Background: an optimization exercise with open tools, aiming at a short achievable clock period and few clock cycles. Do not read the settings as production practice.
The RTL was checked by simulation tests, not by an equivalence proof against the original design.
Power is estimated from default activity; no workload was simulated.

Design RV32I, start of the top module:
module RV32I(clk,rst,imem_addr,imem_rdata,dmem_addr,dmem_wdata,dmem_size,dmem_we,dmem_rdata);
Settings: LEC_CHECK=0, ABC_CLOCK_PERIOD_IN_PS=2500, CAP_MARGIN=20, CORE_MARGIN=2, CORE_UTILIZATION=40, SLEW_MARGIN=20; clock period 9.0 ns.
standard.sh (not shown) runs the stock make flow with config.mk's settings and CLKGATE_MAP_FILE= SYNTH_SCRIPT=/design/flow/synth_recipe.tcl, a recipe that flattens the netlist after the stock synthesis.
==> flow/flow/run.sh <==
#!/bin/bash
set -euo pipefail
bash standard.sh SETUP_SLACK_MARGIN=6 "BUFFER_PORTS_ARGS=-buffer_cell sky130_fd_sc_hd__buf_8" finish > make_finish.log 2>&1
Testbench counts at the start, summed over its fixed seeds: cycles 26,042.
Rerun with:
--- a/flow/design.v
+++ b/flow/design.v
@@ -85,15 +85,14 @@
 reg [31:21] hi_inc_j, hi_dec_j;    
 reg        rw_e, st_e, ld_e, br_e, jmp_e;
 reg [4:0]  rd_e;
 reg [2:0]  f3_e;
 reg [31:0] opa_e, opb_e, sd_e, tgt_e;
 reg        fs_e;
 reg        s_add, s_sub, s_sll, s_slt, s_sltu, s_xor, s_srl, s_or, s_and;
-reg [4:0]  sh_e;    
 reg        rw_m, ld_m, we_m;
 reg [4:0]  rd_m;
 reg        lb_m, lh_m;    
 reg [1:0]  size_m;
 reg [31:0] res_m, sd_m;
 reg        rw_w;
 reg [4:0]  rd_w;
@@ -246,29 +245,28 @@
 	s_add  <= d_add;
 	s_sub  <= d_sub;
 	s_sll  <= alu_rr & f3 == 3'd1;
 	s_slt  <= alu_rr & f3 == 3'd2;
 	s_sltu <= alu_rr & f3 == 3'd3;
 	s_xor  <= alu_rr & f3 == 3'd4;
 	s_srl  <= alu_rr & f3 == 3'd5;
-	sh_e   <= (alu_rr & (f3 == 3'd1 | f3 == 3'd5)) ? opb_d[4:0] : 5'd0;
 	s_or   <= alu_rr & f3 == 3'd6;
 	s_and  <= alu_rr & f3 == 3'd7;
 end
 wire [31:0] A  = opa_e;
 wire [31:0] B  = opb_e;
 wire        eq   = A == B;
 assign redir_e = (br_e & eq) | jmp_e;
 wire        c_sum, c_diff;
 ks_add32 ADD(A, B, 1'b0, sum, c_sum);
 ks_add32 SUB(A, ~B, 1'b1, diff, c_diff);
 assign lt   = (A[31] ^ B[31]) ? A[31] : ~c_diff;
 assign ltu  = c_diff & ~eq;
-assign shl  = A << sh_e;
-assign shr  = A >> sh_e;
+assign shl  = A << B[4:0];
+assign shr  = A >> B[4:0];
 assign u_x  = A ^ B;
 assign u_o  = A | B;
 assign u_n  = A & B;
 assign s_vec = {s_and, s_or, s_srl, s_xor, s_sltu, s_slt, s_sll, s_sub, s_add};
 alu_pick PR(s_vec, sum, diff, shl, lt, ltu, u_x, shr, u_o, u_n, 1'b0, 32'd0, 1'b0, 32'd0, 1'b0, 32'd0, res_e);
 always @(posedge clk or posedge rst) begin
 	if (rst) begin
=> The new run finished clean. Total power went up by 6.5%. Area after synthesis barely changes. Global-route usage stays flat. Final area went up by 0.54%. Routed wire length went up by about 1.1%. Count of clock-buffer cells in the layout went down by 18.
Testbench counts after the change, summed over its fixed seeds: cycles 26,042.

--- another note on this design; it stands on its own ---

== red ==
## RV32I
module RV32I(clk,rst,imem_addr,imem_rdata,dmem_addr,dmem_wdata,dmem_size,dmem_we,dmem_rdata);
export LEC_CHECK = 0
export ABC_CLOCK_PERIOD_IN_PS = 2500
export CAP_MARGIN = 20
export CORE_MARGIN = 2
export CORE_UTILIZATION = 65
export SLEW_MARGIN = 20
create_clock -name core_clock -period 9.0 [get_ports {clk}]
standard.sh (not shown) runs the stock make flow with config.mk's settings and CLKGATE_MAP_FILE= SYNTH_SCRIPT=/design/flow/synth_recipe.tcl, a recipe that flattens the netlist after the stock synthesis.
==> flow/flow/run.sh <==
#!/bin/bash
set -euo pipefail
bash standard.sh SETUP_SLACK_MARGIN=6 "BUFFER_PORTS_ARGS=-buffer_cell sky130_fd_sc_hd__buf_8" finish > make_finish.log 2>&1
Per the final summary, red finished and its layout is clean on timing, DRC and antenna.
Testbench counts of red, summed over its fixed seeds: cycles 26,042.
What blue does differently from red at the input level:
Settings: CORE_UTILIZATION changed from 65 to 40.
### Flow results
- Area of the multi-input gates in blue vs red: down 340 sq um
- Compared with red, in blue total iterations of the first detailed-routing run went down 6, net switching fraction of the power now sits lower, count of instances resized after the clock tree is built now smaller, routed wire length on met2 fell by 2.0%.
- For red, the cell with the largest stage delay on the worst path was a222oi_1, unlike blue, where it was nor3_1.
- On blue: share of the clock period used by the worst path is 3.7 points lower than what red gave.
- blue vs red — multi-input combinational area share dropped 0.26 points.

========
== run 1 ==
Another version of the RTL of RV32I (not shown whole).
Size in the first run: roughly 5400 cells after synthesis, roughly 1400 flip-flops, ~74000 µm² of cells after synthesis.
Settings: LEC_CHECK=0, ABC_CLOCK_PERIOD_IN_PS=2500, CAP_MARGIN=20, CORE_MARGIN=2, CORE_UTILIZATION=35, SLEW_MARGIN=20; clock period 9.0 ns.
Scripts as last shown in full above: flow/flow/run.sh
Testbench counts of run 1, summed over its fixed seeds: cycles 26,042.
The following lists how run 2 was set up differently from run 1:
- swapping 35 for 40 in CORE_UTILIZATION
Findings:
Taking run 1 as the reference point, the worst hold slack of run 2 rises by 0.045 ns. Fraction of area in registers in run 2 is 0.77 points higher than in run 1. Of run 2 and run 1, it is run 2 that has the lower cell count. Compared with run 1, run 2 shows a higher effective utilization at floorplan.

## afterwards: timing with drivers on the ports
How much do the figures lean on ideal ports? The routed layouts below were timed once more, with nothing changed but the port constraints. Step 1 (the two cells are an assumption about what drives the block):
set clk [get_ports {clk}]
set_driving_cell -lib_cell sky130_fd_sc_hd__clkbuf_16 $clk
set_driving_cell -lib_cell sky130_fd_sc_hd__buf_2 [delete_from_list [all_inputs] $clk]
Step 2 moves the port delays by t, midway between the first and last clock arrival at a register: inputs arrive t later, outputs are due t later. That takes back most of the time a late clock gives input paths. a / b / c = ideal ports / drivers / drivers and shift; a / b = the first two.
| run | shift t [ns] | setup WS [ns] | worst data-port slew with drivers (ns) | cell pins on the clock port's net |
|---|---|---|---|---|
| the first run of note 1 | 0.922 | 5.538 / 5.538 / 4.943 | 0.11 | 1 |
| the second run of note 1 | 0.914 | 5.524 / 5.524 / 4.912 | 0.10 | 1 |
| red | 0.887 | 5.232 / 5.232 / 4.603 | 0.13 | 1 |
| blue | 0.896 | 5.565 / 5.565 / 4.757 | 0.07 | 1 |
| run 1 | 0.898 | 5.458 / 5.458 / 4.993 | 0.10 | 1 |
| run 2 | 0.885 | 5.651 / 5.651 / 4.966 | 0.14 | 1 |
After both steps setup and hold are still met in every run listed. For blue, which loses most, drivers alone change the setup slack by 0.000 ns; drivers and shift together by -0.808 ns.
